Context: an optimization exercise on an open-source flow, tuned for small area and a short achievable clock period. The choices shown serve that exercise and are no tape-out recipe.
For this run, only the layout was checked, not whether the RTL still works.

File: flow/design.v
module abs_difference
#(parameter WIDTH = 8)
(ori, can, abs);
	input  [WIDTH-1:0] ori, can;
	output [WIDTH-1:0] abs;
	wire [WIDTH:0] t = {1'b0, ori} + {1'b0, ~can};
	assign abs = t[WIDTH] ? t[WIDTH-1:0] + 1'b1 : ~t[WIDTH-1:0];
endmodule
module SAD_4x8
(
	input clk,
	input [7:0]
		ori_0,
		ori_1,
		ori_2,
		ori_3,
		ori_4,
		ori_5,
		ori_6,
		ori_7,
		ori_8,
		ori_9,
		ori_10,
		ori_11,
		ori_12,
		ori_13,
		ori_14,
		ori_15,
		ori_16,
		ori_17,
		ori_18,
		ori_19,
		ori_20,
		ori_21,
		ori_22,
		ori_23,
		ori_24,
		ori_25,
		ori_26,
		ori_27,
		ori_28,
		ori_29,
		ori_30,
		ori_31,
		can_0,
		can_1,
		can_2,
		can_3,
		can_4,
		can_5,
		can_6,
		can_7,
		can_8,
		can_9,
		can_10,
		can_11,
		can_12,
		can_13,
		can_14,
		can_15,
		can_16,
		can_17,
		can_18,
		can_19,
		can_20,
		can_21,
		can_22,
		can_23,
		can_24,
		can_25,
		can_26,
		can_27,
		can_28,
		can_29,
		can_30,
		can_31,
	output [12:0] sum_out
);
	wire [8:0] o_0;
	sad_px #(.SH(0)) u_px_0 (.a(ori_0), .b(can_0), .o(o_0));
	wire [8:0] o_1;
	sad_px #(.SH(0)) u_px_1 (.a(ori_1), .b(can_1), .o(o_1));
	wire [8:0] o_2;
	sad_px #(.SH(0)) u_px_2 (.a(ori_2), .b(can_2), .o(o_2));
	wire [8:0] o_3;
	sad_px #(.SH(0)) u_px_3 (.a(ori_3), .b(can_3), .o(o_3));
	wire [8:0] o_4;
	sad_px #(.SH(0)) u_px_4 (.a(ori_4), .b(can_4), .o(o_4));
	wire [8:0] o_5;
	sad_px #(.SH(0)) u_px_5 (.a(ori_5), .b(can_5), .o(o_5));
	wire [8:0] o_6;
	sad_px #(.SH(0)) u_px_6 (.a(ori_6), .b(can_6), .o(o_6));
	wire [8:0] o_7;
	sad_px #(.SH(0)) u_px_7 (.a(ori_7), .b(can_7), .o(o_7));
	wire [8:0] o_8;
	sad_px #(.SH(1)) u_px_8 (.a(ori_8), .b(can_8), .o(o_8));
	wire [8:0] o_9;
	sad_px #(.SH(1)) u_px_9 (.a(ori_9), .b(can_9), .o(o_9));
	wire [8:0] o_10;
	sad_px #(.SH(1)) u_px_10 (.a(ori_10), .b(can_10), .o(o_10));
	wire [8:0] o_11;
	sad_px #(.SH(1)) u_px_11 (.a(ori_11), .b(can_11), .o(o_11));
	wire [8:0] o_12;
	sad_px #(.SH(1)) u_px_12 (.a(ori_12), .b(can_12), .o(o_12));
	wire [8:0] o_13;
	sad_px #(.SH(1)) u_px_13 (.a(ori_13), .b(can_13), .o(o_13));
	wire [8:0] o_14;
	sad_px #(.SH(1)) u_px_14 (.a(ori_14), .b(can_14), .o(o_14));
	wire [8:0] o_15;
	sad_px #(.SH(1)) u_px_15 (.a(ori_15), .b(can_15), .o(o_15));
	wire [8:0] o_16;
	sad_px #(.SH(2)) u_px_16 (.a(ori_16), .b(can_16), .o(o_16));
	wire [8:0] o_17;
	sad_px #(.SH(2)) u_px_17 (.a(ori_17), .b(can_17), .o(o_17));
	wire [8:0] o_18;
	sad_px #(.SH(2)) u_px_18 (.a(ori_18), .b(can_18), .o(o_18));
	wire [8:0] o_19;
	sad_px #(.SH(2)) u_px_19 (.a(ori_19), .b(can_19), .o(o_19));
	wire [8:0] o_20;
	sad_px #(.SH(2)) u_px_20 (.a(ori_20), .b(can_20), .o(o_20));
	wire [8:0] o_21;
	sad_px #(.SH(2)) u_px_21 (.a(ori_21), .b(can_21), .o(o_21));
	wire [8:0] o_22;
	sad_px #(.SH(2)) u_px_22 (.a(ori_22), .b(can_22), .o(o_22));
	wire [8:0] o_23;
	sad_px #(.SH(2)) u_px_23 (.a(ori_23), .b(can_23), .o(o_23));
	wire [8:0] o_24;
	sad_px #(.SH(3)) u_px_24 (.a(ori_24), .b(can_24), .o(o_24));
	wire [8:0] o_25;
	sad_px #(.SH(3)) u_px_25 (.a(ori_25), .b(can_25), .o(o_25));
	wire [8:0] o_26;
	sad_px #(.SH(3)) u_px_26 (.a(ori_26), .b(can_26), .o(o_26));
	wire [8:0] o_27;
	sad_px #(.SH(3)) u_px_27 (.a(ori_27), .b(can_27), .o(o_27));
	wire [8:0] o_28;
	sad_px #(.SH(3)) u_px_28 (.a(ori_28), .b(can_28), .o(o_28));
	wire [8:0] o_29;
	sad_px #(.SH(3)) u_px_29 (.a(ori_29), .b(can_29), .o(o_29));
	wire [8:0] o_30;
	sad_px #(.SH(3)) u_px_30 (.a(ori_30), .b(can_30), .o(o_30));
	wire [8:0] o_31;
	sad_px #(.SH(3)) u_px_31 (.a(ori_31), .b(can_31), .o(o_31));
	reg [195:0] ra;
	reg [44:0] rb;
	wire s1;
	wire c2;
	wire s3;
	wire c4;
	wire s5;
	wire c6;
	wire s7;
	wire c8;
	wire s9;
	wire c10;
	wire s11;
	wire c12;
	wire s13;
	wire c14;
	wire s15;
	wire c16;
	wire s17;
	wire c18;
	wire s19;
	wire c20;
	wire s21;
	wire c22;
	wire s23;
	wire c24;
	wire s25;
	wire c26;
	wire s27;
	wire c28;
	wire s29;
	wire c30;
	wire s31;
	wire c32;
	wire s33;
	wire c34;
	wire s35;
	wire c36;
	wire s37;
	wire c38;
	wire s39;
	wire c40;
	wire s41;
	wire c42;
	wire s43;
	wire c44;
	wire s45;
	wire c46;
	wire s47;
	wire c48;
	wire s49;
	wire c50;
	wire s51;
	wire c52;
	wire s53;
	wire c54;
	wire s55;
	wire c56;
	wire s57;
	wire c58;
	wire s59;
	wire c60;
	wire s61;
	wire c62;
	wire s63;
	wire c64;
	wire s65;
	wire c66;
	wire s67;
	wire c68;
	wire s69;
	wire c70;
	wire s71;
	wire c72;
	wire s73;
	wire c74;
	wire s75;
	wire c76;
	wire s77;
	wire c78;
	wire s79;
	wire c80;
	wire s81;
	wire c82;
	wire s83;
	wire c84;
	wire s85;
	wire c86;
	wire s87;
	wire c88;
	wire s89;
	wire c90;
	wire s91;
	wire c92;
	wire s93;
	wire c94;
	wire s95;
	wire c96;
	wire s97;
	wire c98;
	wire s99;
	wire c100;
	wire s101;
	wire c102;
	wire s103;
	wire c104;
	wire s105;
	wire c106;
	wire s107;
	wire c108;
	wire s109;
	wire c110;
	wire s111;
	wire c112;
	wire s113;
	wire c114;
	wire s115;
	wire c116;
	wire s117;
	wire c118;
	wire s119;
	wire c120;
	wire s121;
	wire c122;
	wire s123;
	wire c124;
	wire s125;
	wire c126;
	wire s127;
	wire c128;
	wire s129;
	wire c130;
	wire s131;
	wire c132;
	wire s133;
	wire c134;
	wire s135;
	wire c136;
	wire s137;
	wire c138;
	wire s139;
	wire c140;
	wire s141;
	wire c142;
	wire s143;
	wire c144;
	wire s145;
	wire c146;
	wire s147;
	wire c148;
	wire s149;
	wire c150;
	wire s151;
	wire c152;
	wire s153;
	wire c154;
	wire s155;
	wire c156;
	wire s157;
	wire c158;
	wire s159;
	wire c160;
	wire s161;
	wire c162;
	wire s163;
	wire c164;
	wire s165;
	wire c166;
	wire s167;
	wire c168;
	wire s169;
	wire c170;
	wire s171;
	wire c172;
	wire s173;
	wire c174;
	wire s175;
	wire c176;
	wire s177;
	wire c178;
	wire s179;
	wire c180;
	wire s181;
	wire c182;
	wire s183;
	wire c184;
	wire s185;
	wire c186;
	wire s187;
	wire c188;
	wire s189;
	wire c190;
	wire s191;
	wire c192;
	wire s193;
	wire c194;
	wire s195;
	wire c196;
	wire s197;
	wire c198;
	wire s199;
	wire c200;
	wire s201;
	wire c202;
	wire s203;
	wire c204;
	wire s205;
	wire c206;
	wire s207;
	wire c208;
	wire s209;
	wire c210;
	wire s211;
	wire c212;
	wire s213;
	wire c214;
	wire s215;
	wire c216;
	wire s217;
	wire c218;
	wire s219;
	wire c220;
	wire s221;
	wire c222;
	wire s223;
	wire c224;
	wire s225;
	wire c226;
	wire s227;
	wire c228;
	wire s229;
	wire c230;
	wire s231;
	wire c232;
	wire s233;
	wire c234;
	wire s235;
	wire c236;
	wire s237;
	wire c238;
	wire s239;
	wire c240;
	wire s241;
	wire c242;
	wire s243;
	wire c244;
	wire s245;
	wire c246;
	wire s247;
	wire c248;
	wire s249;
	wire c250;
	wire s251;
	wire c252;
	wire s253;
	wire c254;
	wire s255;
	wire c256;
	wire s257;
	wire c258;
	wire s259;
	wire c260;
	wire s261;
	wire c262;
	wire s263;
	wire c264;
	wire s265;
	wire c266;
	wire s267;
	wire c268;
	wire s269;
	wire c270;
	wire s271;
	wire c272;
	wire s273;
	wire c274;
	wire s275;
	wire c276;
	wire s277;
	wire c278;
	wire s279;
	wire c280;
	wire s281;
	wire c282;
	wire s283;
	wire c284;
	wire s285;
	wire c286;
	wire s287;
	wire c288;
	wire s289;
	wire c290;
	wire s291;
	wire c292;
	wire s293;
	wire c294;
	wire s295;
	wire c296;
	wire s297;
	wire c298;
	wire s299;
	wire c300;
	wire s301;
	wire c302;
	wire s303;
	wire c304;
	wire s305;
	wire c306;
	wire s307;
	wire c308;
	wire s309;
	wire c310;
	wire s311;
	wire c312;
	wire s313;
	wire c314;
	wire s315;
	wire c316;
	wire s317;
	wire c318;
	wire s319;
	wire c320;
	wire s321;
	wire c322;
	wire s323;
	wire c324;
	wire s325;
	wire c326;
	wire s327;
	wire c328;
	wire s329;
	wire c330;
	wire s331;
	wire c332;
	wire s333;
	wire c334;
	wire s335;
	wire c336;
	wire s337;
	wire c338;
	wire s339;
	wire c340;
	wire s341;
	wire c342;
	wire s343;
	wire c344;
	wire s345;
	wire c346;
	wire s347;
	wire c348;
	wire s349;
	wire c350;
	wire s351;
	wire c352;
	wire s353;
	wire c354;
	wire s355;
	wire c356;
	wire s357;
	wire c358;
	wire s359;
	wire c360;
	wire s361;
	wire c362;
	wire s363;
	wire c364;
	wire s365;
	wire c366;
	wire s367;
	wire c368;
	wire s369;
	wire c370;
	wire s371;
	wire c372;
	wire s373;
	wire c374;
	wire s375;
	wire c376;
	wire s377;
	wire c378;
	wire s379;
	wire c380;
	wire s381;
	wire c382;
	wire s383;
	wire c384;
	wire s385;
	wire c386;
	wire s387;
	wire c388;
	wire s389;
	wire c390;
	wire s391;
	wire c392;
	wire s393;
	wire c394;
	wire s395;
	wire c396;
	wire s397;
	wire c398;
	wire s399;
	wire c400;
	wire s401;
	wire c402;
	wire s403;
	wire c404;
	wire s405;
	wire c406;
	wire s407;
	wire c408;
	wire s409;
	wire c410;
	wire s411;
	wire c412;
	wire s413;
	wire c414;
	wire s415;
	wire c416;
	wire s417;
	wire c418;
	wire s419;
	wire c420;
	wire s421;
	wire c422;
	wire s423;
	wire c424;
	wire s425;
	wire c426;
	wire s427;
	wire c428;
	wire s429;
	wire c430;
	wire s431;
	wire c432;
	wire s433;
	wire c434;
	wire s435;
	wire c436;
	wire s437;
	wire c438;
	wire s439;
	wire c440;
	wire s441;
	wire c442;
	wire s443;
	wire c444;
	wire s445;
	wire c446;
	wire s447;
	wire c448;
	wire s449;
	wire c450;
	wire s451;
	wire c452;
	wire s453;
	wire c454;
	wire s455;
	wire c456;
	wire s457;
	wire c458;
	wire s459;
	wire c460;
	wire s461;
	wire c462;
	wire s463;
	wire c464;
	wire s465;
	wire c466;
	wire s467;
	wire c468;
	wire s469;
	wire c470;
	wire s471;
	wire c472;
	wire s473;
	wire c474;
	wire s475;
	wire c476;
	wire s477;
	wire c478;
	wire s479;
	wire c480;
	wire s481;
	wire c482;
	wire s483;
	wire c484;
	wire s485;
	wire c486;
	wire s487;
	wire c488;
	wire s489;
	wire c490;
	wire s491;
	wire c492;
	wire s493;
	wire c494;
	wire s495;
	wire c496;
	wire s497;
	wire c498;
	wire s499;
	wire c500;
	wire s501;
	wire c502;
	wire s503;
	wire c504;
	wire s505;
	wire c506;
	wire s507;
	wire c508;
	wire s509;
	wire c510;
	wire s511;
	wire c512;
	wire s513;
	wire c514;
	wire s515;
	wire c516;
	wire s517;
	wire c518;
	wire s519;
	wire c520;
	wire s521;
	wire c522;
	wire s523;
	wire c524;
	wire s525;
	wire c526;
	wire s527;
	wire c528;
	wire s529;
	wire c530;
	wire s531;
	wire c532;
	wire s533;
	wire c534;
	wire s535;
	wire c536;
	wire s537;
	wire c538;
	wire s539;
	wire c540;
	wire s541;
	wire c542;
	wire s543;
	wire c544;
	wire s545;
	wire c546;
	wire s547;
	wire c548;
	wire s549;
	wire c550;
	wire s551;
	wire c552;
	wire s553;
	wire c554;
	wire s555;
	wire c556;
	always @(posedge clk)
		ra <= {c184, c182, c180, c178, c176, c174, c172, c170, c168, c166, s183, s181, s179, s177, s175, s173, s171, s169, s167, s165, c164, c162, c160, c158, c156, c154, c152, c150, c148, c146, o_31[7], o_30[7], s163, s161, s159, s157, s155, s153, s151, s149, s147, s145, c144, c142, c140, c138, c136, c134, c132, c130, c128, c126, o_31[6], o_30[6], s143, s141, s139, s137, s135, s133, s131, s129, s127, s125, c124, c122, c120, c118, c116, c114, c112, c110, c108, c106, o_31[5], o_30[5], s123, s121, s119, s117, s115, s113, s111, s109, s107, s105, c104, c102, c100, c98, c96, c94, c92, c90, c88, c86, c84, c82, c80, o_31[4], o_30[4], s103, s101, s99, s97, s95, s93, s91, s89, s87, s85, s83, s81, s79, c78, c76, c74, c72, c70, c68, c66, c64, c62, c60, c58, c56, c54, o_31[8], s77, s75, s73, s71, s69, s67, s65, s63, s61, s59, s57, s55, s53, c52, c50, c48, c46, c44, c42, c40, c38, c36, c34, c32, c30, c28, o_31[2], s51, s49, s47, s45, s43, s41, s39, s37, s35, s33, s31, s29, s27, c26, c24, c22, c20, c18, c16, c14, c12, c10, c8, c6, c4, c2, o_31[1], s25, s23, s21, s19, s17, s15, s13, s11, s9, s7, s5, s3, s1, o_31[0]};
	always @(posedge clk)
		rb <= {c510, s509, c508, c506, c470, s507, s505, c504, c502, s503, s501, c500, c498, s499, s497, c496, c494, s495, s493, c492, c490, s491, s489, c488, c486, s487, s485, c484, c482, s483, s481, c480, c478, s479, s477, c476, c474, s475, s473, c472, s421, s471, s415, s413, s349};
	sad_fa u_s1 (.a(o_0[0]), .b(o_0[8]), .c(o_1[0]), .s(s1), .co(c2));
	sad_fa u_s3 (.a(o_1[8]), .b(o_2[0]), .c(o_2[8]), .s(s3), .co(c4));
	sad_fa u_s5 (.a(o_3[0]), .b(o_3[8]), .c(o_4[0]), .s(s5), .co(c6));
	sad_fa u_s7 (.a(o_4[8]), .b(o_5[0]), .c(o_5[8]), .s(s7), .co(c8));
	sad_fa u_s9 (.a(o_6[0]), .b(o_6[8]), .c(o_7[0]), .s(s9), .co(c10));
	sad_fa u_s11 (.a(o_7[8]), .b(o_8[0]), .c(o_9[0]), .s(s11), .co(c12));
	sad_fa u_s13 (.a(o_10[0]), .b(o_11[0]), .c(o_12[0]), .s(s13), .co(c14));
	sad_fa u_s15 (.a(o_13[0]), .b(o_14[0]), .c(o_15[0]), .s(s15), .co(c16));
	sad_fa u_s17 (.a(o_16[0]), .b(o_17[0]), .c(o_18[0]), .s(s17), .co(c18));
	sad_fa u_s19 (.a(o_19[0]), .b(o_20[0]), .c(o_21[0]), .s(s19), .co(c20));
	sad_fa u_s21 (.a(o_22[0]), .b(o_23[0]), .c(o_24[0]), .s(s21), .co(c22));
	sad_fa u_s23 (.a(o_25[0]), .b(o_26[0]), .c(o_27[0]), .s(s23), .co(c24));
	sad_fa u_s25 (.a(o_28[0]), .b(o_29[0]), .c(o_30[0]), .s(s25), .co(c26));
	sad_fa u_s27 (.a(o_0[1]), .b(o_1[1]), .c(o_2[1]), .s(s27), .co(c28));
	sad_fa u_s29 (.a(o_3[1]), .b(o_4[1]), .c(o_5[1]), .s(s29), .co(c30));
	sad_fa u_s31 (.a(o_6[1]), .b(o_7[1]), .c(o_8[1]), .s(s31), .co(c32));
	sad_fa u_s33 (.a(o_8[8]), .b(o_9[1]), .c(o_9[8]), .s(s33), .co(c34));
	sad_fa u_s35 (.a(o_10[1]), .b(o_10[8]), .c(o_11[1]), .s(s35), .co(c36));
	sad_fa u_s37 (.a(o_11[8]), .b(o_12[1]), .c(o_12[8]), .s(s37), .co(c38));
	sad_fa u_s39 (.a(o_13[1]), .b(o_13[8]), .c(o_14[1]), .s(s39), .co(c40));
	sad_fa u_s41 (.a(o_14[8]), .b(o_15[1]), .c(o_15[8]), .s(s41), .co(c42));
	sad_fa u_s43 (.a(o_16[1]), .b(o_17[1]), .c(o_18[1]), .s(s43), .co(c44));
	sad_fa u_s45 (.a(o_19[1]), .b(o_20[1]), .c(o_21[1]), .s(s45), .co(c46));
	sad_fa u_s47 (.a(o_22[1]), .b(o_23[1]), .c(o_24[1]), .s(s47), .co(c48));
	sad_fa u_s49 (.a(o_25[1]), .b(o_26[1]), .c(o_27[1]), .s(s49), .co(c50));
	sad_fa u_s51 (.a(o_28[1]), .b(o_29[1]), .c(o_30[1]), .s(s51), .co(c52));
	sad_fa u_s53 (.a(o_0[2]), .b(o_1[2]), .c(o_2[2]), .s(s53), .co(c54));
	sad_fa u_s55 (.a(o_3[2]), .b(o_4[2]), .c(o_5[2]), .s(s55), .co(c56));
	sad_fa u_s57 (.a(o_6[2]), .b(o_7[2]), .c(o_8[2]), .s(s57), .co(c58));
	sad_fa u_s59 (.a(o_9[2]), .b(o_10[2]), .c(o_11[2]), .s(s59), .co(c60));
	sad_fa u_s61 (.a(o_12[2]), .b(o_13[2]), .c(o_14[2]), .s(s61), .co(c62));
	sad_fa u_s63 (.a(o_15[2]), .b(o_16[2]), .c(o_16[8]), .s(s63), .co(c64));
	sad_fa u_s65 (.a(o_17[2]), .b(o_17[8]), .c(o_18[2]), .s(s65), .co(c66));
	sad_fa u_s67 (.a(o_18[8]), .b(o_19[2]), .c(o_19[8]), .s(s67), .co(c68));
	sad_fa u_s69 (.a(o_20[2]), .b(o_20[8]), .c(o_21[2]), .s(s69), .co(c70));
	sad_fa u_s71 (.a(o_21[8]), .b(o_22[2]), .c(o_22[8]), .s(s71), .co(c72));
	sad_fa u_s73 (.a(o_23[2]), .b(o_23[8]), .c(o_24[2]), .s(s73), .co(c74));
	sad_fa u_s75 (.a(o_25[2]), .b(o_26[2]), .c(o_27[2]), .s(s75), .co(c76));
	sad_fa u_s77 (.a(o_28[2]), .b(o_29[2]), .c(o_30[2]), .s(s77), .co(c78));
	sad_fa u_s79 (.a(o_0[3]), .b(o_1[3]), .c(o_2[3]), .s(s79), .co(c80));
	sad_fa u_s81 (.a(o_3[3]), .b(o_4[3]), .c(o_5[3]), .s(s81), .co(c82));
	sad_fa u_s83 (.a(o_6[3]), .b(o_7[3]), .c(o_8[3]), .s(s83), .co(c84));
	sad_fa u_s85 (.a(o_9[3]), .b(o_10[3]), .c(o_11[3]), .s(s85), .co(c86));
	sad_fa u_s87 (.a(o_12[3]), .b(o_13[3]), .c(o_14[3]), .s(s87), .co(c88));
	sad_fa u_s89 (.a(o_15[3]), .b(o_16[3]), .c(o_17[3]), .s(s89), .co(c90));
	sad_fa u_s91 (.a(o_18[3]), .b(o_19[3]), .c(o_20[3]), .s(s91), .co(c92));
	sad_fa u_s93 (.a(o_21[3]), .b(o_22[3]), .c(o_23[3]), .s(s93), .co(c94));
	sad_fa u_s95 (.a(o_24[3]), .b(o_24[8]), .c(o_25[3]), .s(s95), .co(c96));
	sad_fa u_s97 (.a(o_25[8]), .b(o_26[3]), .c(o_26[8]), .s(s97), .co(c98));
	sad_fa u_s99 (.a(o_27[3]), .b(o_27[8]), .c(o_28[3]), .s(s99), .co(c100));
	sad_fa u_s101 (.a(o_28[8]), .b(o_29[3]), .c(o_29[8]), .s(s101), .co(c102));
	sad_fa u_s103 (.a(o_30[3]), .b(o_30[8]), .c(o_31[3]), .s(s103), .co(c104));
	sad_fa u_s105 (.a(o_0[4]), .b(o_1[4]), .c(o_2[4]), .s(s105), .co(c106));
	sad_fa u_s107 (.a(o_3[4]), .b(o_4[4]), .c(o_5[4]), .s(s107), .co(c108));
	sad_fa u_s109 (.a(o_6[4]), .b(o_7[4]), .c(o_8[4]), .s(s109), .co(c110));
	sad_fa u_s111 (.a(o_9[4]), .b(o_10[4]), .c(o_11[4]), .s(s111), .co(c112));
	sad_fa u_s113 (.a(o_12[4]), .b(o_13[4]), .c(o_14[4]), .s(s113), .co(c114));
	sad_fa u_s115 (.a(o_15[4]), .b(o_16[4]), .c(o_17[4]), .s(s115), .co(c116));
	sad_fa u_s117 (.a(o_18[4]), .b(o_19[4]), .c(o_20[4]), .s(s117), .co(c118));
	sad_fa u_s119 (.a(o_21[4]), .b(o_22[4]), .c(o_23[4]), .s(s119), .co(c120));
	sad_fa u_s121 (.a(o_24[4]), .b(o_25[4]), .c(o_26[4]), .s(s121), .co(c122));
	sad_fa u_s123 (.a(o_27[4]), .b(o_28[4]), .c(o_29[4]), .s(s123), .co(c124));
	sad_fa u_s125 (.a(o_0[5]), .b(o_1[5]), .c(o_2[5]), .s(s125), .co(c126));
	sad_fa u_s127 (.a(o_3[5]), .b(o_4[5]), .c(o_5[5]), .s(s127), .co(c128));
	sad_fa u_s129 (.a(o_6[5]), .b(o_7[5]), .c(o_8[5]), .s(s129), .co(c130));
	sad_fa u_s131 (.a(o_9[5]), .b(o_10[5]), .c(o_11[5]), .s(s131), .co(c132));
	sad_fa u_s133 (.a(o_12[5]), .b(o_13[5]), .c(o_14[5]), .s(s133), .co(c134));
	sad_fa u_s135 (.a(o_15[5]), .b(o_16[5]), .c(o_17[5]), .s(s135), .co(c136));
	sad_fa u_s137 (.a(o_18[5]), .b(o_19[5]), .c(o_20[5]), .s(s137), .co(c138));
	sad_fa u_s139 (.a(o_21[5]), .b(o_22[5]), .c(o_23[5]), .s(s139), .co(c140));
	sad_fa u_s141 (.a(o_24[5]), .b(o_25[5]), .c(o_26[5]), .s(s141), .co(c142));
	sad_fa u_s143 (.a(o_27[5]), .b(o_28[5]), .c(o_29[5]), .s(s143), .co(c144));
	sad_fa u_s145 (.a(o_0[6]), .b(o_1[6]), .c(o_2[6]), .s(s145), .co(c146));
	sad_fa u_s147 (.a(o_3[6]), .b(o_4[6]), .c(o_5[6]), .s(s147), .co(c148));
	sad_fa u_s149 (.a(o_6[6]), .b(o_7[6]), .c(o_8[6]), .s(s149), .co(c150));
	sad_fa u_s151 (.a(o_9[6]), .b(o_10[6]), .c(o_11[6]), .s(s151), .co(c152));
	sad_fa u_s153 (.a(o_12[6]), .b(o_13[6]), .c(o_14[6]), .s(s153), .co(c154));
	sad_fa u_s155 (.a(o_15[6]), .b(o_16[6]), .c(o_17[6]), .s(s155), .co(c156));
	sad_fa u_s157 (.a(o_18[6]), .b(o_19[6]), .c(o_20[6]), .s(s157), .co(c158));
	sad_fa u_s159 (.a(o_21[6]), .b(o_22[6]), .c(o_23[6]), .s(s159), .co(c160));
	sad_fa u_s161 (.a(o_24[6]), .b(o_25[6]), .c(o_26[6]), .s(s161), .co(c162));
	sad_fa u_s163 (.a(o_27[6]), .b(o_28[6]), .c(o_29[6]), .s(s163), .co(c164));
	sad_fa u_s165 (.a(o_0[7]), .b(o_1[7]), .c(o_2[7]), .s(s165), .co(c166));
	sad_fa u_s167 (.a(o_3[7]), .b(o_4[7]), .c(o_5[7]), .s(s167), .co(c168));
	sad_fa u_s169 (.a(o_6[7]), .b(o_7[7]), .c(o_8[7]), .s(s169), .co(c170));
	sad_fa u_s171 (.a(o_9[7]), .b(o_10[7]), .c(o_11[7]), .s(s171), .co(c172));
	sad_fa u_s173 (.a(o_12[7]), .b(o_13[7]), .c(o_14[7]), .s(s173), .co(c174));
	sad_fa u_s175 (.a(o_15[7]), .b(o_16[7]), .c(o_17[7]), .s(s175), .co(c176));
	sad_fa u_s177 (.a(o_18[7]), .b(o_19[7]), .c(o_20[7]), .s(s177), .co(c178));
	sad_fa u_s179 (.a(o_21[7]), .b(o_22[7]), .c(o_23[7]), .s(s179), .co(c180));
	sad_fa u_s181 (.a(o_24[7]), .b(o_25[7]), .c(o_26[7]), .s(s181), .co(c182));
	sad_fa u_s183 (.a(o_27[7]), .b(o_28[7]), .c(o_29[7]), .s(s183), .co(c184));
	sad_fa u_s185 (.a(ra[14]), .b(ra[15]), .c(ra[16]), .s(s185), .co(c186));
	sad_fa u_s187 (.a(ra[17]), .b(ra[18]), .c(ra[19]), .s(s187), .co(c188));
	sad_fa u_s189 (.a(ra[20]), .b(ra[21]), .c(ra[22]), .s(s189), .co(c190));
	sad_fa u_s191 (.a(ra[23]), .b(ra[24]), .c(ra[25]), .s(s191), .co(c192));
	sad_fa u_s193 (.a(ra[41]), .b(ra[42]), .c(ra[43]), .s(s193), .co(c194));
	sad_fa u_s195 (.a(ra[44]), .b(ra[45]), .c(ra[46]), .s(s195), .co(c196));
	sad_fa u_s197 (.a(ra[47]), .b(ra[48]), .c(ra[49]), .s(s197), .co(c198));
	sad_fa u_s199 (.a(ra[50]), .b(ra[51]), .c(ra[52]), .s(s199), .co(c200));
	sad_fa u_s201 (.a(ra[53]), .b(ra[54]), .c(ra[55]), .s(s201), .co(c202));
	sad_fa u_s203 (.a(ra[56]), .b(ra[57]), .c(ra[58]), .s(s203), .co(c204));
	sad_fa u_s205 (.a(ra[68]), .b(ra[69]), .c(ra[70]), .s(s205), .co(c206));
	sad_fa u_s207 (.a(ra[71]), .b(ra[72]), .c(ra[73]), .s(s207), .co(c208));
	sad_fa u_s209 (.a(ra[74]), .b(ra[75]), .c(ra[76]), .s(s209), .co(c210));
	sad_fa u_s211 (.a(ra[77]), .b(ra[78]), .c(ra[79]), .s(s211), .co(c212));
	sad_fa u_s213 (.a(ra[80]), .b(ra[81]), .c(ra[82]), .s(s213), .co(c214));
	sad_fa u_s215 (.a(ra[83]), .b(ra[84]), .c(ra[85]), .s(s215), .co(c216));
	sad_fa u_s217 (.a(ra[86]), .b(ra[87]), .c(ra[88]), .s(s217), .co(c218));
	sad_fa u_s219 (.a(ra[95]), .b(ra[96]), .c(ra[97]), .s(s219), .co(c220));
	sad_fa u_s221 (.a(ra[98]), .b(ra[99]), .c(ra[100]), .s(s221), .co(c222));
	sad_fa u_s223 (.a(ra[101]), .b(ra[102]), .c(ra[103]), .s(s223), .co(c224));
	sad_fa u_s225 (.a(ra[104]), .b(ra[105]), .c(ra[106]), .s(s225), .co(c226));
	sad_fa u_s227 (.a(ra[107]), .b(ra[108]), .c(ra[109]), .s(s227), .co(c228));
	sad_fa u_s229 (.a(ra[110]), .b(ra[111]), .c(ra[112]), .s(s229), .co(c230));
	sad_ha u_s231 (.a(ra[113]), .b(ra[114]), .s(s231), .co(c232));
	sad_fa u_s233 (.a(ra[120]), .b(ra[121]), .c(ra[122]), .s(s233), .co(c234));
	sad_fa u_s235 (.a(ra[123]), .b(ra[124]), .c(ra[125]), .s(s235), .co(c236));
	sad_fa u_s237 (.a(ra[126]), .b(ra[127]), .c(ra[128]), .s(s237), .co(c238));
	sad_fa u_s239 (.a(ra[129]), .b(ra[130]), .c(ra[131]), .s(s239), .co(c240));
	sad_fa u_s241 (.a(ra[132]), .b(ra[133]), .c(ra[134]), .s(s241), .co(c242));
	sad_fa u_s243 (.a(ra[142]), .b(ra[143]), .c(ra[144]), .s(s243), .co(c244));
	sad_fa u_s245 (.a(ra[145]), .b(ra[146]), .c(ra[147]), .s(s245), .co(c246));
	sad_fa u_s247 (.a(ra[148]), .b(ra[149]), .c(ra[150]), .s(s247), .co(c248));
	sad_fa u_s249 (.a(ra[151]), .b(ra[152]), .c(ra[153]), .s(s249), .co(c250));
	sad_fa u_s251 (.a(ra[164]), .b(ra[165]), .c(ra[166]), .s(s251), .co(c252));
	sad_fa u_s253 (.a(ra[167]), .b(ra[168]), .c(ra[169]), .s(s253), .co(c254));
	sad_fa u_s255 (.a(ra[170]), .b(ra[171]), .c(ra[172]), .s(s255), .co(c256));
	sad_ha u_s257 (.a(ra[173]), .b(ra[174]), .s(s257), .co(c258));
	sad_ha u_s259 (.a(ra[0]), .b(ra[1]), .s(s259), .co(c260));
	sad_fa u_s261 (.a(ra[26]), .b(ra[27]), .c(ra[28]), .s(s261), .co(c262));
	sad_fa u_s263 (.a(ra[29]), .b(ra[30]), .c(ra[31]), .s(s263), .co(c264));
	sad_fa u_s265 (.a(ra[32]), .b(ra[33]), .c(ra[34]), .s(s265), .co(c266));
	sad_ha u_s267 (.a(ra[35]), .b(ra[36]), .s(s267), .co(c268));
	sad_fa u_s269 (.a(ra[59]), .b(ra[60]), .c(ra[61]), .s(s269), .co(c270));
	sad_fa u_s271 (.a(ra[62]), .b(ra[63]), .c(ra[64]), .s(s271), .co(c272));
	sad_fa u_s273 (.a(ra[65]), .b(ra[66]), .c(ra[67]), .s(s273), .co(c274));
	sad_fa u_s275 (.a(c186), .b(c188), .c(c190), .s(s275), .co(c276));
	sad_fa u_s277 (.a(c192), .b(s193), .c(s195), .s(s277), .co(c278));
	sad_fa u_s279 (.a(ra[89]), .b(ra[90]), .c(ra[91]), .s(s279), .co(c280));
	sad_fa u_s281 (.a(ra[92]), .b(ra[93]), .c(ra[94]), .s(s281), .co(c282));
	sad_fa u_s283 (.a(c194), .b(c196), .c(c198), .s(s283), .co(c284));
	sad_fa u_s285 (.a(c200), .b(c202), .c(c204), .s(s285), .co(c286));
	sad_fa u_s287 (.a(s205), .b(s207), .c(s209), .s(s287), .co(c288));
	sad_ha u_s289 (.a(s211), .b(s213), .s(s289), .co(c290));
	sad_fa u_s291 (.a(ra[115]), .b(ra[116]), .c(ra[117]), .s(s291), .co(c292));
	sad_fa u_s293 (.a(ra[118]), .b(ra[119]), .c(c206), .s(s293), .co(c294));
	sad_fa u_s295 (.a(c208), .b(c210), .c(c212), .s(s295), .co(c296));
	sad_fa u_s297 (.a(c214), .b(c216), .c(c218), .s(s297), .co(c298));
	sad_fa u_s299 (.a(s219), .b(s221), .c(s223), .s(s299), .co(c300));
	sad_fa u_s301 (.a(s225), .b(s227), .c(s229), .s(s301), .co(c302));
	sad_fa u_s303 (.a(ra[135]), .b(ra[136]), .c(ra[137]), .s(s303), .co(c304));
	sad_fa u_s305 (.a(ra[138]), .b(ra[139]), .c(ra[140]), .s(s305), .co(c306));
	sad_fa u_s307 (.a(ra[141]), .b(c220), .c(c222), .s(s307), .co(c308));
	sad_fa u_s309 (.a(c224), .b(c226), .c(c228), .s(s309), .co(c310));
	sad_fa u_s311 (.a(c230), .b(c232), .c(s233), .s(s311), .co(c312));
	sad_fa u_s313 (.a(s235), .b(s237), .c(s239), .s(s313), .co(c314));
	sad_fa u_s315 (.a(ra[154]), .b(ra[155]), .c(ra[156]), .s(s315), .co(c316));
	sad_fa u_s317 (.a(ra[157]), .b(ra[158]), .c(ra[159]), .s(s317), .co(c318));
	sad_fa u_s319 (.a(ra[160]), .b(ra[161]), .c(ra[162]), .s(s319), .co(c320));
	sad_fa u_s321 (.a(ra[163]), .b(c234), .c(c236), .s(s321), .co(c322));
	sad_fa u_s323 (.a(c238), .b(c240), .c(c242), .s(s323), .co(c324));
	sad_fa u_s325 (.a(s243), .b(s245), .c(s247), .s(s325), .co(c326));
	sad_fa u_s327 (.a(ra[175]), .b(ra[176]), .c(ra[177]), .s(s327), .co(c328));
	sad_fa u_s329 (.a(ra[178]), .b(ra[179]), .c(ra[180]), .s(s329), .co(c330));
	sad_fa u_s331 (.a(ra[181]), .b(ra[182]), .c(ra[183]), .s(s331), .co(c332));
	sad_fa u_s333 (.a(ra[184]), .b(ra[185]), .c(c244), .s(s333), .co(c334));
	sad_fa u_s335 (.a(c246), .b(c248), .c(c250), .s(s335), .co(c336));
	sad_fa u_s337 (.a(s251), .b(s253), .c(s255), .s(s337), .co(c338));
	sad_fa u_s339 (.a(ra[186]), .b(ra[187]), .c(ra[188]), .s(s339), .co(c340));
	sad_fa u_s341 (.a(ra[189]), .b(ra[190]), .c(ra[191]), .s(s341), .co(c342));
	sad_fa u_s343 (.a(ra[192]), .b(ra[193]), .c(ra[194]), .s(s343), .co(c344));
	sad_ha u_s345 (.a(ra[195]), .b(c252), .s(s345), .co(c346));
	sad_fa u_s347 (.a(ra[2]), .b(ra[3]), .c(ra[4]), .s(s347), .co(c348));
	sad_fa u_s349 (.a(ra[5]), .b(ra[6]), .c(ra[7]), .s(s349), .co(c350));
	sad_fa u_s351 (.a(ra[37]), .b(ra[38]), .c(ra[39]), .s(s351), .co(c352));
	sad_fa u_s353 (.a(ra[40]), .b(s185), .c(s187), .s(s353), .co(c354));
	sad_fa u_s355 (.a(s189), .b(s191), .c(c260), .s(s355), .co(c356));
	sad_fa u_s357 (.a(s197), .b(s199), .c(s201), .s(s357), .co(c358));
	sad_fa u_s359 (.a(s203), .b(c262), .c(c264), .s(s359), .co(c360));
	sad_fa u_s361 (.a(c266), .b(c268), .c(s269), .s(s361), .co(c362));
	sad_ha u_s363 (.a(s271), .b(s273), .s(s363), .co(c364));
	sad_fa u_s365 (.a(s215), .b(s217), .c(c270), .s(s365), .co(c366));
	sad_fa u_s367 (.a(c272), .b(c274), .c(c276), .s(s367), .co(c368));
	sad_fa u_s369 (.a(c278), .b(s279), .c(s281), .s(s369), .co(c370));
	sad_fa u_s371 (.a(s283), .b(s285), .c(s287), .s(s371), .co(c372));
	sad_fa u_s373 (.a(s231), .b(c280), .c(c282), .s(s373), .co(c374));
	sad_fa u_s375 (.a(c284), .b(c286), .c(c288), .s(s375), .co(c376));
	sad_fa u_s377 (.a(c290), .b(s291), .c(s293), .s(s377), .co(c378));
	sad_fa u_s379 (.a(s295), .b(s297), .c(s299), .s(s379), .co(c380));
	sad_fa u_s381 (.a(s241), .b(c292), .c(c294), .s(s381), .co(c382));
	sad_fa u_s383 (.a(c296), .b(c298), .c(c300), .s(s383), .co(c384));
	sad_fa u_s385 (.a(c302), .b(s303), .c(s305), .s(s385), .co(c386));
	sad_fa u_s387 (.a(s307), .b(s309), .c(s311), .s(s387), .co(c388));
	sad_fa u_s389 (.a(s249), .b(c304), .c(c306), .s(s389), .co(c390));
	sad_fa u_s391 (.a(c308), .b(c310), .c(c312), .s(s391), .co(c392));
	sad_fa u_s393 (.a(c314), .b(s315), .c(s317), .s(s393), .co(c394));
	sad_fa u_s395 (.a(s319), .b(s321), .c(s323), .s(s395), .co(c396));
	sad_fa u_s397 (.a(s257), .b(c316), .c(c318), .s(s397), .co(c398));
	sad_fa u_s399 (.a(c320), .b(c322), .c(c324), .s(s399), .co(c400));
	sad_fa u_s401 (.a(c326), .b(s327), .c(s329), .s(s401), .co(c402));
	sad_fa u_s403 (.a(s331), .b(s333), .c(s335), .s(s403), .co(c404));
	sad_fa u_s405 (.a(c254), .b(c256), .c(c258), .s(s405), .co(c406));
	sad_fa u_s407 (.a(c328), .b(c330), .c(c332), .s(s407), .co(c408));
	sad_fa u_s409 (.a(c334), .b(c336), .c(c338), .s(s409), .co(c410));
	sad_fa u_s411 (.a(s339), .b(s341), .c(s343), .s(s411), .co(c412));
	sad_fa u_s413 (.a(ra[8]), .b(ra[9]), .c(ra[10]), .s(s413), .co(c414));
	sad_ha u_s415 (.a(ra[11]), .b(ra[12]), .s(s415), .co(c416));
	sad_fa u_s417 (.a(s261), .b(s263), .c(s265), .s(s417), .co(c418));
	sad_fa u_s419 (.a(s267), .b(c348), .c(c350), .s(s419), .co(c420));
	sad_ha u_s421 (.a(s351), .b(s353), .s(s421), .co(c422));
	sad_fa u_s423 (.a(s275), .b(s277), .c(c352), .s(s423), .co(c424));
	sad_fa u_s425 (.a(c354), .b(c356), .c(s357), .s(s425), .co(c426));
	sad_fa u_s427 (.a(s359), .b(s361), .c(s363), .s(s427), .co(c428));
	sad_fa u_s429 (.a(s289), .b(c358), .c(c360), .s(s429), .co(c430));
	sad_fa u_s431 (.a(c362), .b(c364), .c(s365), .s(s431), .co(c432));
	sad_fa u_s433 (.a(s367), .b(s369), .c(s371), .s(s433), .co(c434));
	sad_fa u_s435 (.a(s301), .b(c366), .c(c368), .s(s435), .co(c436));
	sad_fa u_s437 (.a(c370), .b(c372), .c(s373), .s(s437), .co(c438));
	sad_fa u_s439 (.a(s375), .b(s377), .c(s379), .s(s439), .co(c440));
	sad_fa u_s441 (.a(s313), .b(c374), .c(c376), .s(s441), .co(c442));
	sad_fa u_s443 (.a(c378), .b(c380), .c(s381), .s(s443), .co(c444));
	sad_fa u_s445 (.a(s383), .b(s385), .c(s387), .s(s445), .co(c446));
	sad_fa u_s447 (.a(s325), .b(c382), .c(c384), .s(s447), .co(c448));
	sad_fa u_s449 (.a(c386), .b(c388), .c(s389), .s(s449), .co(c450));
	sad_fa u_s451 (.a(s391), .b(s393), .c(s395), .s(s451), .co(c452));
	sad_fa u_s453 (.a(s337), .b(c390), .c(c392), .s(s453), .co(c454));
	sad_fa u_s455 (.a(c394), .b(c396), .c(s397), .s(s455), .co(c456));
	sad_fa u_s457 (.a(s399), .b(s401), .c(s403), .s(s457), .co(c458));
	sad_fa u_s459 (.a(s345), .b(c398), .c(c400), .s(s459), .co(c460));
	sad_fa u_s461 (.a(c402), .b(c404), .c(s405), .s(s461), .co(c462));
	sad_fa u_s463 (.a(s407), .b(s409), .c(s411), .s(s463), .co(c464));
	sad_fa u_s465 (.a(c340), .b(c342), .c(c344), .s(s465), .co(c466));
	sad_fa u_s467 (.a(c346), .b(c406), .c(c408), .s(s467), .co(c468));
	sad_ha u_s469 (.a(c410), .b(c412), .s(s469), .co(c470));
	sad_fa u_s471 (.a(ra[13]), .b(s259), .c(s347), .s(s471), .co(c472));
	sad_fa u_s473 (.a(s355), .b(c414), .c(c416), .s(s473), .co(c474));
	sad_ha u_s475 (.a(s417), .b(s419), .s(s475), .co(c476));
	sad_fa u_s477 (.a(c418), .b(c420), .c(c422), .s(s477), .co(c478));
	sad_fa u_s479 (.a(s423), .b(s425), .c(s427), .s(s479), .co(c480));
	sad_fa u_s481 (.a(c424), .b(c426), .c(c428), .s(s481), .co(c482));
	sad_fa u_s483 (.a(s429), .b(s431), .c(s433), .s(s483), .co(c484));
	sad_fa u_s485 (.a(c430), .b(c432), .c(c434), .s(s485), .co(c486));
	sad_fa u_s487 (.a(s435), .b(s437), .c(s439), .s(s487), .co(c488));
	sad_fa u_s489 (.a(c436), .b(c438), .c(c440), .s(s489), .co(c490));
	sad_fa u_s491 (.a(s441), .b(s443), .c(s445), .s(s491), .co(c492));
	sad_fa u_s493 (.a(c442), .b(c444), .c(c446), .s(s493), .co(c494));
	sad_fa u_s495 (.a(s447), .b(s449), .c(s451), .s(s495), .co(c496));
	sad_fa u_s497 (.a(c448), .b(c450), .c(c452), .s(s497), .co(c498));
	sad_fa u_s499 (.a(s453), .b(s455), .c(s457), .s(s499), .co(c500));
	sad_fa u_s501 (.a(c454), .b(c456), .c(c458), .s(s501), .co(c502));
	sad_fa u_s503 (.a(s459), .b(s461), .c(s463), .s(s503), .co(c504));
	sad_fa u_s505 (.a(c460), .b(c462), .c(c464), .s(s505), .co(c506));
	sad_fa u_s507 (.a(s465), .b(s467), .c(s469), .s(s507), .co(c508));
	sad_ha u_s509 (.a(c466), .b(c468), .s(s509), .co(c510));
	sad_ha u_s511 (.a(rb[0]), .b(rb[1]), .s(s511), .co(c512));
	sad_fa u_s513 (.a(rb[4]), .b(rb[5]), .c(rb[6]), .s(s513), .co(c514));
	sad_fa u_s515 (.a(rb[8]), .b(rb[9]), .c(rb[10]), .s(s515), .co(c516));
	sad_fa u_s517 (.a(rb[12]), .b(rb[13]), .c(rb[14]), .s(s517), .co(c518));
	sad_fa u_s519 (.a(rb[16]), .b(rb[17]), .c(rb[18]), .s(s519), .co(c520));
	sad_fa u_s521 (.a(rb[20]), .b(rb[21]), .c(rb[22]), .s(s521), .co(c522));
	sad_fa u_s523 (.a(rb[24]), .b(rb[25]), .c(rb[26]), .s(s523), .co(c524));
	sad_fa u_s525 (.a(rb[28]), .b(rb[29]), .c(rb[30]), .s(s525), .co(c526));
	sad_fa u_s527 (.a(rb[32]), .b(rb[33]), .c(rb[34]), .s(s527), .co(c528));
	sad_fa u_s529 (.a(rb[36]), .b(rb[37]), .c(rb[38]), .s(s529), .co(c530));
	sad_fa u_s531 (.a(rb[40]), .b(rb[41]), .c(rb[42]), .s(s531), .co(c532));
	sad_ha u_s533 (.a(rb[2]), .b(rb[3]), .s(s533), .co(c534));
	sad_fa u_s535 (.a(rb[7]), .b(c512), .c(s513), .s(s535), .co(c536));
	sad_fa u_s537 (.a(rb[11]), .b(c514), .c(s515), .s(s537), .co(c538));
	sad_fa u_s539 (.a(rb[15]), .b(c516), .c(s517), .s(s539), .co(c540));
	sad_fa u_s541 (.a(rb[19]), .b(c518), .c(s519), .s(s541), .co(c542));
	sad_fa u_s543 (.a(rb[23]), .b(c520), .c(s521), .s(s543), .co(c544));
	sad_fa u_s545 (.a(rb[27]), .b(c522), .c(s523), .s(s545), .co(c546));
	sad_fa u_s547 (.a(rb[31]), .b(c524), .c(s525), .s(s547), .co(c548));
	sad_fa u_s549 (.a(rb[35]), .b(c526), .c(s527), .s(s549), .co(c550));
	sad_fa u_s551 (.a(rb[39]), .b(c528), .c(s529), .s(s551), .co(c552));
	sad_fa u_s553 (.a(rb[43]), .b(c530), .c(s531), .s(s553), .co(c554));
	sad_ha u_s555 (.a(rb[44]), .b(c532), .s(s555), .co(c556));
	wire [12:0] op_a = {c556, c554, c552, c550, c548, c546, c544, c542, c540, c538, c536, c534, s511};
	wire [12:0] op_b = {1'b0, s555, s553, s551, s549, s547, s545, s543, s541, s539, s537, s535, s533};
	assign sum_out = op_a + op_b;
endmodule
module sad_px #(parameter SH = 0) (input [7:0] a, b, output [8:0] o);
	wire [8:0] t = {1'b0, a} + {1'b0, ~b};
	wire c = t[8];
	wire [7:0] y = t[7:0] ^ {8{~c}};
	wire [8:0] p;
	assign p[0] = c;
	genvar j;
	generate for (j = 0; j < 8; j = j + 1) begin : g
		assign p[j + 1] = p[j] & t[j];
		if (j < SH)
			assign o[j] = y[j] ^ p[j];
		else
			assign o[j] = y[j];
	end endgenerate
	assign o[8] = p[SH];
endmodule
module sad_fa(input a, b, c, output s, co);
	assign s = a ^ b ^ c;
	assign co = (a & b) | (a & c) | (b & c);
endmodule
module sad_ha(input a, b, output s, co);
	assign s = a ^ b;
	assign co = a & b;
endmodule
module control
(
	input  clk, rst, init, finish, ack,
	output done,   
	output idle,   
	output en      
);
	reg busy, wait_st, done_st;
	wire calc = busy & ~wait_st;
	always @(posedge clk or posedge rst)
	begin
		if (rst)
		begin
			busy    <= 1'b0;
			wait_st <= 1'b0;
			done_st <= 1'b0;
		end
		else
		begin
			busy    <= (idle & init) | calc | (wait_st & ~finish);
			wait_st <= (calc & ~init) | (wait_st & ~finish);
			done_st <= (wait_st & finish) | (done_st & ~ack);
		end
	end
	assign done = done_st;
	assign idle = ~busy & ~done_st;
	assign en   = busy;
endmodule
module top_level
#(parameter WIDTH = 8)
(
	input clk, rst, init, finish, ack,
	input [WIDTH-1:0]
		ori_0,
		ori_1,
		ori_2,
		ori_3,
		ori_4,
		ori_5,
		ori_6,
		ori_7,
		ori_8,
		ori_9,
		ori_10,
		ori_11,
		ori_12,
		ori_13,
		ori_14,
		ori_15,
		ori_16,
		ori_17,
		ori_18,
		ori_19,
		ori_20,
		ori_21,
		ori_22,
		ori_23,
		ori_24,
		ori_25,
		ori_26,
		ori_27,
		ori_28,
		ori_29,
		ori_30,
		ori_31,
		can_0,
		can_1,
		can_2,
		can_3,
		can_4,
		can_5,
		can_6,
		can_7,
		can_8,
		can_9,
		can_10,
		can_11,
		can_12,
		can_13,
		can_14,
		can_15,
		can_16,
		can_17,
		can_18,
		can_19,
		can_20,
		can_21,
		can_22,
		can_23,
		can_24,
		can_25,
		can_26,
		can_27,
		can_28,
		can_29,
		can_30,
		can_31,
	output done,
	output [WIDTH+4:0] out_sad
	);
	wire idle, en;
	wire [12:0] sum;
	control b_control(
		.clk(clk),
		.rst(rst),
		.init(init),
		.finish(finish),
		.ack(ack),
		.done(done),
		.idle(idle),
		.en(en)
		);
	SAD_4x8 b_SAD_4x8(
		.clk(clk),
		.ori_0(ori_0),
		.ori_1(ori_1),
		.ori_2(ori_2),
		.ori_3(ori_3),
		.ori_4(ori_4),
		.ori_5(ori_5),
		.ori_6(ori_6),
		.ori_7(ori_7),
		.ori_8(ori_8),
		.ori_9(ori_9),
		.ori_10(ori_10),
		.ori_11(ori_11),
		.ori_12(ori_12),
		.ori_13(ori_13),
		.ori_14(ori_14),
		.ori_15(ori_15),
		.ori_16(ori_16),
		.ori_17(ori_17),
		.ori_18(ori_18),
		.ori_19(ori_19),
		.ori_20(ori_20),
		.ori_21(ori_21),
		.ori_22(ori_22),
		.ori_23(ori_23),
		.ori_24(ori_24),
		.ori_25(ori_25),
		.ori_26(ori_26),
		.ori_27(ori_27),
		.ori_28(ori_28),
		.ori_29(ori_29),
		.ori_30(ori_30),
		.ori_31(ori_31),
		.can_0(can_0),
		.can_1(can_1),
		.can_2(can_2),
		.can_3(can_3),
		.can_4(can_4),
		.can_5(can_5),
		.can_6(can_6),
		.can_7(can_7),
		.can_8(can_8),
		.can_9(can_9),
		.can_10(can_10),
		.can_11(can_11),
		.can_12(can_12),
		.can_13(can_13),
		.can_14(can_14),
		.can_15(can_15),
		.can_16(can_16),
		.can_17(can_17),
		.can_18(can_18),
		.can_19(can_19),
		.can_20(can_20),
		.can_21(can_21),
		.can_22(can_22),
		.can_23(can_23),
		.can_24(can_24),
		.can_25(can_25),
		.can_26(can_26),
		.can_27(can_27),
		.can_28(can_28),
		.can_29(can_29),
		.can_30(can_30),
		.can_31(can_31),
		.sum_out(sum)
		);
	reg en_1, en_2;
	reg [12:0] total;
	always @(posedge clk)
	begin
		en_1 <= en;
		en_2 <= en_1;
		if (idle)
			total <= 0;
		else if (en_1)
			total <= en_2 ? sum : 13'd0;
	end
	assign out_sad = total;
endmodule
File: flow/flow/run.sh
#!/bin/bash
# The standard layout with two changes:
#  - the port buffers are buf_1 cells (buffer_ports otherwise picks the slow,
#    large clkdlybuf4s50_1); repair_design and repair_timing still resize them.
#  - synthesis maps the logic with abc_speed.script from this folder: the
#    standard script's delay mapping without its final buffering and sizing
#    passes, so the netlist starts small and the layout's repair_timing sizes
#    up only the paths that need it. Registers, flattening and renaming are
#    exactly as in the standard flow's synthesis (synth_recipe.tcl is used unchanged).
set -euo pipefail
export BUFFER_PORTS_ARGS="-buffer_cell sky130_fd_sc_hd__buf_1"
rm -rf scripts_abc
cp -r "$FLOW_HOME/scripts" scripts_abc
cp flow/abc_speed.script scripts_abc/abc_speed.script
export SCRIPTS_DIR="$PWD/scripts_abc"
bash standard.sh finish > standard.log 2>&1
File: flow/flow/abc_speed.script
strash
&get -n
&st
&dch
&nf
&put
File: flow/standard.sh
#!/bin/bash
# synth_recipe.tcl (not shown) runs the flow's synth.tcl, then flattens the netlist and writes it again
# the make line also repeats each setting of config.mk as NAME=value (left out here)
make -C /OpenROAD-flow-scripts/flow DESIGN_CONFIG=/design/flow/config.mk WORK_HOME=/design/flow/orfs CLKGATE_MAP_FILE= SYNTH_SCRIPT=/design/flow/synth_recipe.tcl "${@:-finish}"
File: flow/config.mk
export PLATFORM = sky130hd
export DESIGN_NAME = top_level
export DESIGN_NICKNAME = top_level
export VERILOG_FILES = /design/flow/design.v
export SDC_FILE = /design/flow/constraint.sdc
export NUM_CORES = 4
export LEC_CHECK = 0
export CAP_MARGIN = 20
export CORE_MARGIN = 2
export CORE_UTILIZATION = 40
export SETUP_SLACK_MARGIN = 2.6
export SLEW_MARGIN = 20
export SYNTH_HIERARCHICAL = 1
export SYNTH_MINIMUM_KEEP_SIZE = 0
File: flow/constraint.sdc
create_clock -name core_clock -period 5.8 [get_ports {clk}]
set_input_delay 1.1600 -clock core_clock [delete_from_list [all_inputs] [get_ports {clk}]]
set_output_delay 1.1600 -clock core_clock [all_outputs]
set_load 0.01 [all_outputs]
==> impl_metrics.toml <==
[sta]
fmax_mhz = 326
rsz0062_at_grt = "false"
final.setup.worst_slack_ns = 2.73
slew_violations = 0
setup_viol = 0
finalHoldViolCount = 0
slew_headroom_pct = 37.1
tightest_slew_ns = 0.940
fin_crit_sh_pct = 52.9
fin_setup_tns_ns = 0
clock_skew_ns = 0.0192
fin_crit_ns = 3.07
hold_slack_ns = 0.442

[routing]
wl_per_cell_um = 18.5
vias_per_cell = 4.92
ant_nets = 0
num_vias = 17841
firstDrtPassIters = 5
wirelength_mm = 66.9
drt_iter0_drc = 642
drc_errors = 0

[clocking]
clk-insertion-delay-late_ns = 0.55
hold_buffers = 0
clockBufferDepth = 3
htree_levels = 1
cts_tree = "done"
cts_resized = 0
ctsRootBufferMaster = "clkbuf_16"
cts.sinks = 259
post_cts_buffers = 0
clkTransAtPathRegs_ns = 0.06
numCtsBuffers = 28

[logic_synthesis]
netlist_top_cells_area = "fa_1, dfxtp_1, ha_1, xnor2_1, clkinv_1"
synth_flop_cell = "dfxtp_1"
yosysWarnings = 9
synth_area_um2 = 24200
postSynthAreaPerCell_um2 = 10.7
netlist_instances = 2262
synth-async-reset-ratio_pct = 1.16
synth_largest_area_cell = "fa_1"
syn-num-nets = 3358
synth_top_area_share_pct = 24.5
ys_seq_elements = 259
synth-edff-count = 0
synth_cell_type_count = 32
synth-seq-area-share_pct = 21.5

[cells_and_area]
layout.cells.non_filler = 3626
fin_nets = 3918
syn2layout_area_growth_pct = 17.2
nFillCells = 5710
final_cell_mix = "buf_1, clkinv_1, fa_1, ha_1, dfxtp_1"
drive_gt1_share_pct = 3.27
layout_commonest_cell = "buf_1"

[floorplanning]
core-area_um2 = 60000
io_pins = 531
die_w_um = 250
die-area_um2 = 62400
fp.dieH_um = 250
fp-row-count = 90
initial_core_util_pct = 40.3

[setup_path]
arrival_ns = 3.47
crit_type = "primary input to flip-flop"
critical_path.max_stage_delay_ns = 0.49
slowest_stage = "fa_1"
path_max_fanout = 7
start_kind = "primary input"
endpoint_kind = "flip-flop"
crit_required_ns = 6.20
path_cells = "buf_1 -> clkinv_1 -> ha_1 -> clkinv_1 -> fa_1 -> nand3b_1 -> a21oi_1 -> nor2_2 -> xnor3_1 -> fa_1"

[global_routing]
grt_pass1_vias = 19675
grt_pass1_wl_mm = 105
grt_overflow_total = 0
track_usage_pct = 21.6
grt_max_degree = 28
antenna_found_initial = 1

[placed_design]
place_congestion = 0.934
pre_cts_slack_ns = 2.17
hpwl_mm = 60.6
place_inst = 3574
io_buffers = 530

[power]
power_mw = 18.5
power.share.clock_pct = 9.5
cellPowerDensity_nw_per_um2 = 654
p_seq_share_pct = 19.9
cellLeakagePower_nw = 11.9
p_int_mw = 10.1
comb_power_share_pct = 70.6
switchingPower_mw = 8.38
vdd_drop_max_v = 0.000694
sw_frac_of_total_pct = 45.2

[min_path]
hp-class = "primary input to asynchronous set/reset pin"

[flow_run]
maxCapViolCount = 0

[outcome]
status = "timing/DRC/antenna clean"
[power by group through the flow]
stage	registers, mW	clock network, mW	logic (mW)
floorplan	3.44	0	9.13
global placement	3.75	0	13.2
detailed placement	3.74	0	13.3
CTS	3.72	1.82	13.4
global route	3.78	1.88	15.1
finish	3.68	1.77	13.1
[logic make-up after synthesis]
group | Yosys count | share of synthesized area [%]
flip-flops | 259 | 21.5
AO/OA/AOI/OAI | 422 | 11.4
adder cells (fa/ha/maj) | 579 | 39.2
buffers and inverters | 339 | 5.26
AND/OR/NAND/NOR | 276 | 5.91
XOR/XNOR | 387 | 16.8
[Yosys stat by module (local to each module, per instance), a selection]
module     cell area [um2]  flops+latches  cells  copies in the design
sad_fa                20.0              0      1                   263
top_level              512             15     54                     1
SAD_4x8               5290            241    301                     1
control                125              3     13                     1
sad_ha                12.5              0      1                    15
[layer usage]
metal  up-vias  routed length (um)  global-route usage (%)
li1       8758                   -                       -
met1      8631               28900                    27.4
met2       398               34700                    40.2
met3        54                2360                    2.32
met4         0                1020                    3.30
met5         -                   0                       0
[path summary, 6_finish.rpt]
| check | startpoint | to | slack (ns) | cells after the start |
|---|---|---|---|---|
| setup / recovery | can_20[0] | b_SAD_4x8.ra[138] | 2.73 | 10 |
| hold / removal | rst | b_control.wait_st | 0.44 | 2 |
| setup reg to reg | b_SAD_4x8.ra[104] | b_SAD_4x8.rb[23] | 2.79 | 5 |
| hold reg to reg | b_control.busy | en_1 | 0.46 | 0 |
| max in group asynchronous | rst | b_control.busy | 5.24 | 2 |
| min in group core_clock | b_control.busy | en_1 | 0.46 | 0 |
[final cells by class]
| class | instances | area [um2] | area share, % |
|---|---|---|---|
| antenna | 1 | 2.50 | 0.00883 |
| multi-input combinational | 1664 | 18000 | 63.4 |
| clock inverter | 13 | 105 | 0.371 |
| tap | 782 | 978 | 3.45 |
| inverter | 339 | 1270 | 4.49 |
| timing repair buffer | 530 | 1990 | 7.02 |
| clock buffer | 38 | 820 | 2.89 |
| sequential | 259 | 5200 | 18.4 |
[metrics by stage]
step                      utilization (%)  cell area [um2]
after global placement               45.7            27400
final                                47.2            28300
after global routing                 47.2            28300
after floorplan                         -            24400
after detailed placement             45.7            27400
after CTS                            47.2            28300
[synthesized netlist by cell type, types with 10 or more instances]
| master | number |
|---|---|
| a21o_1 | 112 |
| nand2_1 | 81 |
| nor2_1 | 19 |
| nand4_1 | 40 |
| clkinv_1 | 339 |
| a311oi_1 | 16 |
| nand2b_1 | 15 |
| fa_1 | 296 |
| a31oi_1 | 72 |
| o21ai_0 | 20 |
| xor2_1 | 103 |
| nand3_1 | 63 |
| a31o_1 | 16 |
| nand3b_1 | 16 |
| xnor2_1 | 236 |
| dfxtp_1 | 256 |
| and2_0 | 18 |
| xnor3_1 | 48 |
| a41oi_1 | 10 |
| ha_1 | 283 |
| a21oi_1 | 141 |
| o21a_1 | 10 |
[worst max-delay path, delay by kind of cell]
kind | cells | cell delay (ns)
AOI/OAI and AO/OA | 1 | 0.24
xor gates and xnor gates | 1 | 0.38
adders and majority gates | 3 | 1.10
buffers and inverters | 3 | 0.23
and+or+nand+nor | 2 | 0.35
[sequential cells by signal (all words and copies together) (netlist names)]
signal,flops
b_SAD_4x8.ra,196
b_SAD_4x8.rb,45
total,13
b_control.busy,1
b_control.done_st,1
b_control.wait_st,1
en_1,1
en_2,1

## separate check: timing with driven ports
Ports are ideal in the flow. The routed layout listed here was re-timed in OpenROAD.
Step 1: set_driving_cell puts a clkbuf_16 on clk and a buf_2 on each other input, an assumption about the parent block.
Step 2, shift: input delay + t, output delay - t, t = (earliest + latest rising clock arrival at the registers) / 2. This alone moves slack from input paths to output paths.
a / b / c = no drivers / after step 1 / after step 2; a / b = the first two.
shift t [ns]: 0.597
setup WS [ns]: 2.731 / 2.765 / 2.168
worst setup path after step 2: input to register
clock arrival spread, ns: 0.021 / 0.021
After both steps setup and hold are still met in this run. The setup slack of this run moves by +0.034 ns with the drivers and by -0.563 ns with both steps.
